What follows belongs to an exercise in optimizing a design on an open flow for small area, a short achievable clock period and few clock cycles per item; a production flow would make more cautious choices. Function was checked by simulation only, so behaviour that the tests miss may differ from the original. Power figures rest on the tool's default switching activity, not on a simulated workload.

before:
// rram_ternary_cim
module rram_ternary_cim #(
    parameter ROWS = 16,
    parameter COLS = 16,
    parameter TRIT_WIDTH = 2     
)(
    input  wire                        clk,
    input  wire                        rst_n,
    input  wire [$clog2(ROWS)-1:0]     wr_row,
    input  wire [$clog2(COLS)-1:0]     wr_col,
    input  wire [TRIT_WIDTH-1:0]       wr_data,    
    input  wire                        wr_en,
    input  wire [ROWS*TRIT_WIDTH-1:0]  input_vector,   
    input  wire                        mac_start,
    output wire [COLS*8-1:0]           mac_result,     
    output reg                         mac_done,
    input  wire [$clog2(ROWS)-1:0]     rd_row,
    input  wire [$clog2(COLS)-1:0]     rd_col,
    output wire [TRIT_WIDTH-1:0]       rd_data
);
Size: roughly 3200 cells after synthesis, ~630 flip-flops, about 190 I/O pins, roughly 40000 um^2 of cells after synthesis.
export LEC_CHECK = 0
export CAP_MARGIN = 20
export CORE_MARGIN = 2
export CORE_UTILIZATION = 40
export SETUP_SLACK_MARGIN = 4
export SLEW_MARGIN = 20
export SYNTH_HIERARCHICAL = 1
export SYNTH_MINIMUM_KEEP_SIZE = 0
create_clock -name core_clock -period 10.0 [get_ports {clk}]
run.sh (not shown) runs the stock make flow with config.mk's settings and CLKGATE_MAP_FILE= SYNTH_SCRIPT=/design/flow/synth_recipe.tcl, a recipe that flattens the netlist after the stock synthesis.
Testbench counts of before, summed over its fixed seeds: cycles 1,568, macs 1,536.
Input changes introduced in after (baseline for comparison: before):
diff --git a/flow/design.v b/flow/design.v
--- a/flow/design.v
+++ b/flow/design.v
@@ -37,40 +37,55 @@
                         xbar_cell[gr][gc] <= col_sel[gc] ? wr_data : 2'b00;
             end
         end
     endgenerate
     always @(posedge clk or negedge rst_n) begin
         if (!rst_n)
             row_vld <= {ROWS{1'b0}};
         else if (wr_en)
             row_vld[wr_row] <= 1'b1;
     end
-    assign rd_data = xbar_cell[rd_row][rd_col] & {TRIT_WIDTH{row_vld[rd_row]}};
+    wire [ROWS-1:0] rd_rh = ({{(ROWS-1){1'b0}}, 1'b1} << rd_row) & row_vld;
+    wire [COLS-1:0] rd_ch = {{(COLS-1){1'b0}}, 1'b1} << rd_col;
+    reg [TRIT_WIDTH*COLS-1:0] rd_colv;
+    reg [TRIT_WIDTH-1:0] rd_v;
+    integer rr, rc;
+    always @* begin
+        rd_colv = {TRIT_WIDTH*COLS{1'b0}};
+        for (rc = 0; rc < COLS; rc = rc + 1)
+            for (rr = 0; rr < ROWS; rr = rr + 1)
+                rd_colv[rc*TRIT_WIDTH +: TRIT_WIDTH] = rd_colv[rc*TRIT_WIDTH +: TRIT_WIDTH]
+                    | (xbar_cell[rr][rc] & {TRIT_WIDTH{rd_rh[rr]}});
+        rd_v = {TRIT_WIDTH{1'b0}};
+        for (rc = 0; rc < COLS; rc = rc + 1)
+            rd_v = rd_v | (rd_colv[rc*TRIT_WIDTH +: TRIT_WIDTH] & {TRIT_WIDTH{rd_ch[rc]}});
+    end
+    assign rd_data = rd_v;
     wire [ROWS*COLS-1:0] pa, pb;    
     generate
         for (gr = 0; gr < ROWS; gr = gr + 1) begin : g_row
             wire xp = input_vector[2*gr] & ~input_vector[2*gr+1] & row_vld[gr];
             wire xn = input_vector[2*gr+1] & ~input_vector[2*gr] & row_vld[gr];
             for (gc = 0; gc < COLS; gc = gc + 1) begin : g_col
                 wire c0 = xbar_cell[gr][gc][0];
                 wire c1 = xbar_cell[gr][gc][1];
                 assign pa[gr*COLS+gc] = (xp & c0) | (xn & c1);
                 assign pb[gr*COLS+gc] = ~((xp & c1) | (xn & c0));
             end
         end
     endgenerate
     wire [COLS*6-1:0] pc;           
     generate
         for (gc = 0; gc < COLS; gc = gc + 1) begin : g_res
             reg [5:0] res;          
             always @(posedge clk)
-                res <= {pc[gc*6+4 +: 2] - 2'd1, pc[gc*6 +: 4]};
+                res <= {~(pc[gc*6+5] | pc[gc*6+4]), ~pc[gc*6+4], pc[gc*6 +: 4]};
             assign mac_result[gc*8 +: 8] = {{2{res[5]}}, res};
         end
     endgenerate
     always @(posedge clk or negedge rst_n) begin
         if (!rst_n)
             mac_done <= 1'b0;
         else
             mac_done <= mac_start;
     end
     wire c0_s0, c0_k0;
==> run summary <==
Looking at the reports, after completed the entire flow and the layout it produced met the timing, DRC and antenna checks.
before → after: number of buffers and inverters on the critical path went down, placement-stage worst setup slack went up, overall routing resource usage went down, setup slack went up, worst voltage drop across the vdd grid went down.
Comparing wire length of the first global-routing pass for before and after, the bigger number came from before.
after vs before — routed wire length dropped 63000 um.
The higher clock group share of total power came out of before.
The final reports for after and before show final cell utilization of the core higher in the former.
Highest cell delay on the worst timing path in after is 0.18 ns higher than in before
Testbench counts of after, summed over its fixed seeds: cycles 1,568, macs 1,536.

========
## v6
The RTL this note starts from:
==> flow/design.v <==
`timescale 1ns / 1ps
module rram_ternary_cim #(
    parameter ROWS = 16,
    parameter COLS = 16,
    parameter TRIT_WIDTH = 2     
)(
    input  wire                        clk,
    input  wire                        rst_n,
    input  wire [$clog2(ROWS)-1:0]     wr_row,
    input  wire [$clog2(COLS)-1:0]     wr_col,
    input  wire [TRIT_WIDTH-1:0]       wr_data,    
    input  wire                        wr_en,
    input  wire [ROWS*TRIT_WIDTH-1:0]  input_vector,   
    input  wire                        mac_start,
    output wire [COLS*8-1:0]           mac_result,     
    output reg                         mac_done,
    input  wire [$clog2(ROWS)-1:0]     rd_row,
    input  wire [$clog2(COLS)-1:0]     rd_col,
    output wire [TRIT_WIDTH-1:0]       rd_data
);
    reg  [ROWS*COLS*TRIT_WIDTH-1:0] xbar;
    reg  [ROWS-1:0] row_vld;
    wire [ROWS-1:0] row_n;      
    wire [COLS-1:0] col_n;      
    wire [COLS*TRIT_WIDTH-1:0] col_wd;
    cim_wdec u_wdec (.wr_en(wr_en), .wr_row(wr_row), .wr_col(wr_col), .wr_data(wr_data),
                     .row_vld(row_vld), .row_n(row_n), .col_n(col_n), .col_wd(col_wd));
    genvar gr, gc;
    generate
        for (gr = 0; gr < ROWS; gr = gr + 1) begin : g_wrow
            for (gc = 0; gc < COLS; gc = gc + 1) begin : g_wcell
                always @(posedge clk)
                    if (~(row_n[gr] | col_n[gc]))
                        xbar[(gr*COLS+gc)*2 +: 2] <= col_wd[gc*2 +: 2];
            end
        end
    endgenerate
    always @(posedge clk or negedge rst_n) begin
        if (!rst_n)
            row_vld <= {ROWS{1'b0}};
        else if (wr_en)
            row_vld[wr_row] <= 1'b1;
    end
    cim_rmux u_rmux (.xbar(xbar), .row_vld(row_vld), .rd_row(rd_row), .rd_col(rd_col),
                     .rd_data(rd_data));
    wire [ROWS-1:0] xp, xn;
    generate
        for (gr = 0; gr < ROWS; gr = gr + 1) begin : g_x
            assign xp[gr] = input_vector[2*gr] & ~input_vector[2*gr+1] & row_vld[gr];
            assign xn[gr] = input_vector[2*gr+1] & ~input_vector[2*gr] & row_vld[gr];
        end
        for (gc = 0; gc < COLS; gc = gc + 1) begin : g_res
            wire [ROWS*2-1:0] cv;
            wire [5:0] sum;
            for (gr = 0; gr < ROWS; gr = gr + 1) begin : g_cv
                assign cv[gr*2 +: 2] = xbar[(gr*COLS+gc)*2 +: 2];
            end
            cim_col u_col (.xp(xp), .xn(xn), .cv(cv), .sum(sum));
            reg [5:0] res;
            always @(posedge clk)
                res <= sum;
            assign mac_result[gc*8 +: 8] = {{2{res[5]}}, res};
        end
    endgenerate
    always @(posedge clk or negedge rst_n) begin
        if (!rst_n)
            mac_done <= 1'b0;
        else
            mac_done <= mac_start;
    end
endmodule
module cim_wdec (
    input  wire         wr_en,
    input  wire [3:0]   wr_row,
    input  wire [3:0]   wr_col,
    input  wire [1:0]   wr_data,
    input  wire [15:0]  row_vld,
    output wire [15:0]  row_n,
    output wire [15:0]  col_n,
    output wire [31:0]  col_wd
);
    wire row_first = ~row_vld[wr_row];
    wire [15:0] col_sel, col_en, row_sel;
    genvar i;
    generate
        for (i = 0; i < 16; i = i + 1) begin : g_dec
            assign col_sel[i] = wr_en & (wr_col == i);
            assign col_en[i]  = col_sel[i] | (wr_en & row_first);
            assign row_sel[i] = (wr_row == i);
            assign col_wd[i*2 +: 2] = wr_data & {2{col_sel[i]}};
            assign row_n[i] = ~row_sel[i];
            assign col_n[i] = ~col_en[i];
        end
    endgenerate
endmodule
module cim_rmux (
    input  wire [511:0] xbar,
    input  wire [15:0]  row_vld,
    input  wire [3:0]   rd_row,
    input  wire [3:0]   rd_col,
    output wire [1:0]   rd_data
);
    wire [15:0] rh = 16'd1 << rd_row;
    wire [15:0] ch = 16'd1 << rd_col;
    wire [1:0] vh;
    wire vsel_n;
    cim_ao8 u_v0 (.s(rh[7:0]), .d(row_vld[7:0]), .y(vh[0]));
    cim_ao8 u_v1 (.s(rh[15:8]), .d(row_vld[15:8]), .y(vh[1]));
    cim_nor2 u_vn (.a(vh[0]), .b(vh[1]), .y(vsel_n));
    genvar c, b, r, h;
    generate
        for (b = 0; b < 2; b = b + 1) begin : g_b
            wire [31:0] hv;                  
            for (c = 0; c < 16; c = c + 1) begin : g_c
                wire [15:0] d;
                for (r = 0; r < 16; r = r + 1) begin : g_r
                    assign d[r] = xbar[(r*16+c)*2+b];
                end
                cim_ao8 u_lo (.s(rh[7:0]), .d(d[7:0]), .y(hv[2*c]));
                cim_ao8 u_hi (.s(rh[15:8]), .d(d[15:8]), .y(hv[2*c+1]));
            end
            wire [3:0] qv;                   
            for (h = 0; h < 4; h = h + 1) begin : g_q
                cim_ao8 u_q (.s({ch[4*h+3], ch[4*h+3], ch[4*h+2], ch[4*h+2],
                                 ch[4*h+1], ch[4*h+1], ch[4*h], ch[4*h]}),
                             .d(hv[8*h +: 8]), .y(qv[h]));
            end
            wire [1:0] on;
            cim_nor2 u_n0 (.a(qv[0]), .b(qv[1]), .y(on[0]));
            cim_nor2 u_n1 (.a(qv[2]), .b(qv[3]), .y(on[1]));
            cim_a21oi u_o (.a1(on[0]), .a2(on[1]), .b1(vsel_n), .y(rd_data[b]));
        end
    endgenerate
endmodule
module cim_ao8 (input wire [7:0] s, input wire [7:0] d, output wire y);
    assign y = |(s & d);
endmodule
module cim_a21oi (input wire a1, input wire a2, input wire b1, output wire y);
    assign y = ~((a1 & a2) | b1);
endmodule
module cim_nor2 (input wire a, input wire b, output wire y);
    assign y = ~(a | b);
endmodule
module cim_col (
    input  wire [15:0] xp,
    input  wire [15:0] xn,
    input  wire [31:0] cv,
    output wire [5:0]  sum
);
    wire [15:0] pa, pb;    
    genvar r;
    generate
        for (r = 0; r < 16; r = r + 1) begin : g_p
            assign pa[r] = (xp[r] & cv[2*r]) | (xn[r] & cv[2*r+1]);
            assign pb[r] = ~((xp[r] & cv[2*r+1]) | (xn[r] & cv[2*r]));
        end
    endgenerate
    wire s0 = pa[0] ^ pb[0];
    wire k0 = pa[0] & pb[0];
    wire s1, k1;
    cim_fsum u_s1 (.a(pa[1]), .b(pb[1]), .c(pa[2]), .s(s1));
    cim_maj u_k1 (.a(pa[1]), .b(pb[1]), .c(pa[2]), .y(k1));
    wire s2, k2;
    cim_fa u_s2 (.a(pb[2]), .b(pa[3]), .c(pb[3]), .s(s2), .co(k2));
    wire s3, k3;
    cim_fa u_s3 (.a(pa[4]), .b(pb[4]), .c(pa[5]), .s(s3), .co(k3));
    wire s4, k4;
    cim_fa u_s4 (.a(pb[5]), .b(pa[6]), .c(pb[6]), .s(s4), .co(k4));
    wire s5, k5;
    cim_fa u_s5 (.a(pa[7]), .b(pb[7]), .c(pa[8]), .s(s5), .co(k5));
    wire s6, k6;
    cim_fa u_s6 (.a(pb[8]), .b(pa[9]), .c(pb[9]), .s(s6), .co(k6));
    wire s7, k7;
    cim_fa u_s7 (.a(pa[10]), .b(pb[10]), .c(pa[11]), .s(s7), .co(k7));
    wire s8, k8;
    cim_fa u_s8 (.a(pb[11]), .b(pa[12]), .c(pb[12]), .s(s8), .co(k8));
    wire s9, k9;
    cim_fa u_s9 (.a(pa[13]), .b(pb[13]), .c(pa[14]), .s(s9), .co(k9));
    wire s10, k10;
    cim_fa u_s10 (.a(pb[14]), .b(pa[15]), .c(pb[15]), .s(s10), .co(k10));
    wire s11, k11;
    cim_fsum u_s11 (.a(s0), .b(s1), .c(s2), .s(s11));
    cim_maj u_k11 (.a(s0), .b(s1), .c(s2), .y(k11));
    wire s12, k12;
    cim_fa u_s12 (.a(s3), .b(s4), .c(s5), .s(s12), .co(k12));
    wire s13, k13;
    cim_fa u_s13 (.a(s6), .b(s7), .c(s8), .s(s13), .co(k13));
    wire s14, k14;
    cim_fa u_s14 (.a(s9), .b(s10), .c(s11), .s(s14), .co(k14));
    wire s15, k15;
    cim_fa u_s15 (.a(s12), .b(s13), .c(s14), .s(s15), .co(k15));
    wire s16 = k0 ^ k1;
    wire k16 = k0 & k1;
    wire s17, k17;
    cim_fa u_s17 (.a(k2), .b(k3), .c(k4), .s(s17), .co(k17));
    wire s18, k18;
    cim_fa u_s18 (.a(k5), .b(k6), .c(k7), .s(s18), .co(k18));
    wire s19, k19;
    cim_fa u_s19 (.a(k8), .b(k9), .c(k10), .s(s19), .co(k19));
    wire s20, k20;
    cim_fa u_s20 (.a(s16), .b(k11), .c(k12), .s(s20), .co(k20));
    wire s21, k21;
    cim_fa u_s21 (.a(k13), .b(s17), .c(s18), .s(s21), .co(k21));
    wire s22, k22;
    cim_fsum u_s22 (.a(s19), .b(k14), .c(s20), .s(s22));
    cim_maj u_k22 (.a(s19), .b(k14), .c(s20), .y(k22));
    wire s23, k23;
    cim_fa u_s23 (.a(s21), .b(k15), .c(s22), .s(s23), .co(k23));
    wire s24 = k16 ^ k17;
    wire k24 = k16 & k17;
    wire s25, k25;
    cim_fsum u_s25 (.a(k18), .b(k19), .c(s24), .s(s25));
    cim_maj u_k25 (.a(k18), .b(k19), .c(s24), .y(k25));
    wire s26, k26;
    cim_fa u_s26 (.a(s25), .b(k20), .c(k21), .s(s26), .co(k26));
    wire s27, k27;
    cim_fa u_s27 (.a(k22), .b(s26), .c(k23), .s(s27), .co(k27));
    wire s28, k28;
    cim_fa u_s28 (.a(k24), .b(k25), .c(k26), .s(s28), .co(k28));
    wire s29 = s28 ^ k27;
    wire k29 = s28 & k27;
    assign sum[3:0] = {s29, s27, s23, s15};
    assign sum[4] = ~(k28 ^ k29);
    assign sum[5] = ~(k28 | k29);
endmodule
module cim_fsum (input wire a, input wire b, input wire c, output wire s);
    wire p = a ^ b;
    assign s = p ^ c;
endmodule
module cim_maj (input wire a, input wire b, input wire c, output wire y);
    assign y = (a & b) | (a & c) | (b & c);
endmodule
module cim_fa (input wire a, input wire b, input wire c, output wire s, output wire co);
    assign s = a ^ b ^ c;
    assign co = (a & b) | (a & c) | (b & c);
endmodule
export LEC_CHECK = 0
export CAP_MARGIN = 20
export CORE_MARGIN = 2
export CORE_UTILIZATION = 55
export CTS_BUF_LIST = sky130_fd_sc_hd__clkbuf_8
export SETUP_SLACK_MARGIN = 3.8
export SLEW_MARGIN = 20
export SYNTH_HIERARCHICAL = 1
export SYNTH_MINIMUM_KEEP_SIZE = 0
create_clock -name core_clock -period 10.0 [get_ports {clk}]
standard.sh (not shown) runs the stock make flow with config.mk's settings and CLKGATE_MAP_FILE= SYNTH_SCRIPT=/design/flow/synth_recipe.tcl, a recipe that flattens the netlist after the stock synthesis.
==> flow/flow/run.sh <==
#!/bin/bash
# Layout flow: the standard ORFS flow (standard.sh, all steps), except
# that the port buffers are sky130_fd_sc_hd__buf_2 instead of the buffer
# that buffer_ports picks on its own (a slow delay buffer).
set -e
export BUFFER_PORTS_ARGS="-buffer_cell sky130_fd_sc_hd__buf_2"
bash standard.sh > standard.log 2>&1
Testbench counts of v6, summed over its fixed seeds: cycles 1,568, macs 1,536.
#### Input delta (v7 over v6)
-- flow/design.v --
<<< v6, line 104
    wire [15:0] ch = 16'd1 << rd_col;
    wire [1:0] vh;
    wire vsel_n;
    cim_ao8 u_v0 (.s(rh[7:0]), .d(row_vld[7:0]), .y(vh[0]));
    cim_ao8 u_v1 (.s(rh[15:8]), .d(row_vld[15:8]), .y(vh[1]));
    cim_nor2 u_vn (.a(vh[0]), .b(vh[1]), .y(vsel_n));
    genvar c, b, r, h;
    generate
>>> v7, line 104
    wire [15:0] ch = 16'd1 << rd_col;
    wire [1:0] vh;
    cim_ao8 u_v0 (.s(rh[7:0]), .d(row_vld[7:0]), .y(vh[0]));
    cim_ao8 u_v1 (.s(rh[15:8]), .d(row_vld[15:8]), .y(vh[1]));
    genvar c, b, r, h;
    generate
<<< v6, line 126
                             .d(hv[8*h +: 8]), .y(qv[h]));
            end
            wire [1:0] on;
            cim_nor2 u_n0 (.a(qv[0]), .b(qv[1]), .y(on[0]));
>>> v7, line 124
                             .d(hv[8*h +: 8]), .y(qv[h]));
            end
            wire vsel_n;                     
            cim_nor2 u_vn (.a(vh[0]), .b(vh[1]), .y(vsel_n));
            wire [1:0] on;
            cim_nor2 u_n0 (.a(qv[0]), .b(qv[1]), .y(on[0]));
<<< v6, line 159
    wire k0 = pa[0] & pb[0];
    wire s1, k1;
    cim_fsum u_s1 (.a(pa[1]), .b(pb[1]), .c(pa[2]), .s(s1));
    cim_maj u_k1 (.a(pa[1]), .b(pb[1]), .c(pa[2]), .y(k1));
    wire s2, k2;
    cim_fa u_s2 (.a(pb[2]), .b(pa[3]), .c(pb[3]), .s(s2), .co(k2));
>>> v7, line 159
    wire k0 = pa[0] & pb[0];
    wire s1, k1;
    cim_fa u_s1 (.a(pa[1]), .b(pb[1]), .c(pa[2]), .s(s1), .co(k1));
    wire s2, k2;
    cim_fa u_s2 (.a(pb[2]), .b(pa[3]), .c(pb[3]), .s(s2), .co(k2));
<<< v6, line 180
    cim_fa u_s10 (.a(pb[14]), .b(pa[15]), .c(pb[15]), .s(s10), .co(k10));
    wire s11, k11;
    cim_fsum u_s11 (.a(s0), .b(s1), .c(s2), .s(s11));
    cim_maj u_k11 (.a(s0), .b(s1), .c(s2), .y(k11));
    wire s12, k12;
    cim_fa u_s12 (.a(s3), .b(s4), .c(s5), .s(s12), .co(k12));
>>> v7, line 179
    cim_fa u_s10 (.a(pb[14]), .b(pa[15]), .c(pb[15]), .s(s10), .co(k10));
    wire s11, k11;
    cim_fa u_s11 (.a(s0), .b(s1), .c(s2), .s(s11), .co(k11));
    wire s12, k12;
    cim_fa u_s12 (.a(s3), .b(s4), .c(s5), .s(s12), .co(k12));
<<< v6, line 203
    cim_fa u_s21 (.a(k13), .b(s17), .c(s18), .s(s21), .co(k21));
    wire s22, k22;
    cim_fsum u_s22 (.a(s19), .b(k14), .c(s20), .s(s22));
    cim_maj u_k22 (.a(s19), .b(k14), .c(s20), .y(k22));
    wire s23, k23;
    cim_fa u_s23 (.a(s21), .b(k15), .c(s22), .s(s23), .co(k23));
>>> v7, line 201
    cim_fa u_s21 (.a(k13), .b(s17), .c(s18), .s(s21), .co(k21));
    wire s22, k22;
    cim_fa u_s22 (.a(s19), .b(k14), .c(s20), .s(s22), .co(k22));
    wire s23, k23;
    cim_fa u_s23 (.a(s21), .b(k15), .c(s22), .s(s23), .co(k23));
<<< v6, line 210
    wire k24 = k16 & k17;
    wire s25, k25;
    cim_fsum u_s25 (.a(k18), .b(k19), .c(s24), .s(s25));
    cim_maj u_k25 (.a(k18), .b(k19), .c(s24), .y(k25));
    wire s26, k26;
    cim_fa u_s26 (.a(s25), .b(k20), .c(k21), .s(s26), .co(k26));
    wire s27, k27;
    cim_fa u_s27 (.a(k22), .b(s26), .c(k23), .s(s27), .co(k27));
>>> v7, line 207
    wire k24 = k16 & k17;
    wire s25, k25;
    cim_fa u_s25 (.a(k18), .b(k19), .c(s24), .s(s25), .co(k25));
    wire s26, k26;
    cim_fa u_s26 (.a(k20), .b(k21), .c(s25), .s(s26), .co(k26));
    wire s27, k27;
    cim_fa u_s27 (.a(k22), .b(s26), .c(k23), .s(s27), .co(k27));
Notes after the runs:
- Higher wire length of the first global-routing pass goes to v6 over v7.
- ~same synthesized area per cell in v7 and v6
- When v7 is set beside v6, its number of DRC markers after the initial detailed-route iteration turns out to be about 5% larger.
- v7 has less setup slack than v6.
- From v7 to v6, share of flip-flops with an asynchronous set or reset did not move at all.
- Delta (v7 minus v6): die area shrank by about 2.4%; number of iterations in the first detailed-routing pass went down.
Testbench counts of v7, summed over its fixed seeds: cycles 1,568, macs 1,536.

## afterwards: timing with drivers on the ports
The flow's constraints put no driver on any port. The routed layouts listed below were extracted and timed again, unchanged, in two steps.
Step 1 (the two cells are an assumption about what drives the block):
set clk [get_ports {clk}]
set_driving_cell -lib_cell sky130_fd_sc_hd__clkbuf_16 $clk
set_driving_cell -lib_cell sky130_fd_sc_hd__buf_2 [delete_from_list [all_inputs] $clk]
Step 2, shift: input delay + t, output delay - t, t = (earliest + latest rising clock arrival at the registers) / 2. This alone moves slack from input paths to output paths.
a / b / c = ideal ports / drivers / drivers and shift; a / b = the first two.
run | t (ns) | slack for setup (ns) | worst data-port slew with drivers (ns) | cell pins on the clock port's net
before | 0.745 | 2.891 / 2.718 / 2.718 | 0.22 | 1
after | 0.730 | 3.329 / 3.244 / 3.244 | 0.19 | 1
v6 | 0.790 | 3.750 / 3.701 / 3.241 | 0.11 | 1
v7 | 0.785 | 3.707 / 3.637 / 3.082 | 0.15 | 1
After both steps every run listed still meets setup and hold. The setup slack of v7, which loses most, moves by -0.070 ns with the drivers and by -0.625 ns with both steps.
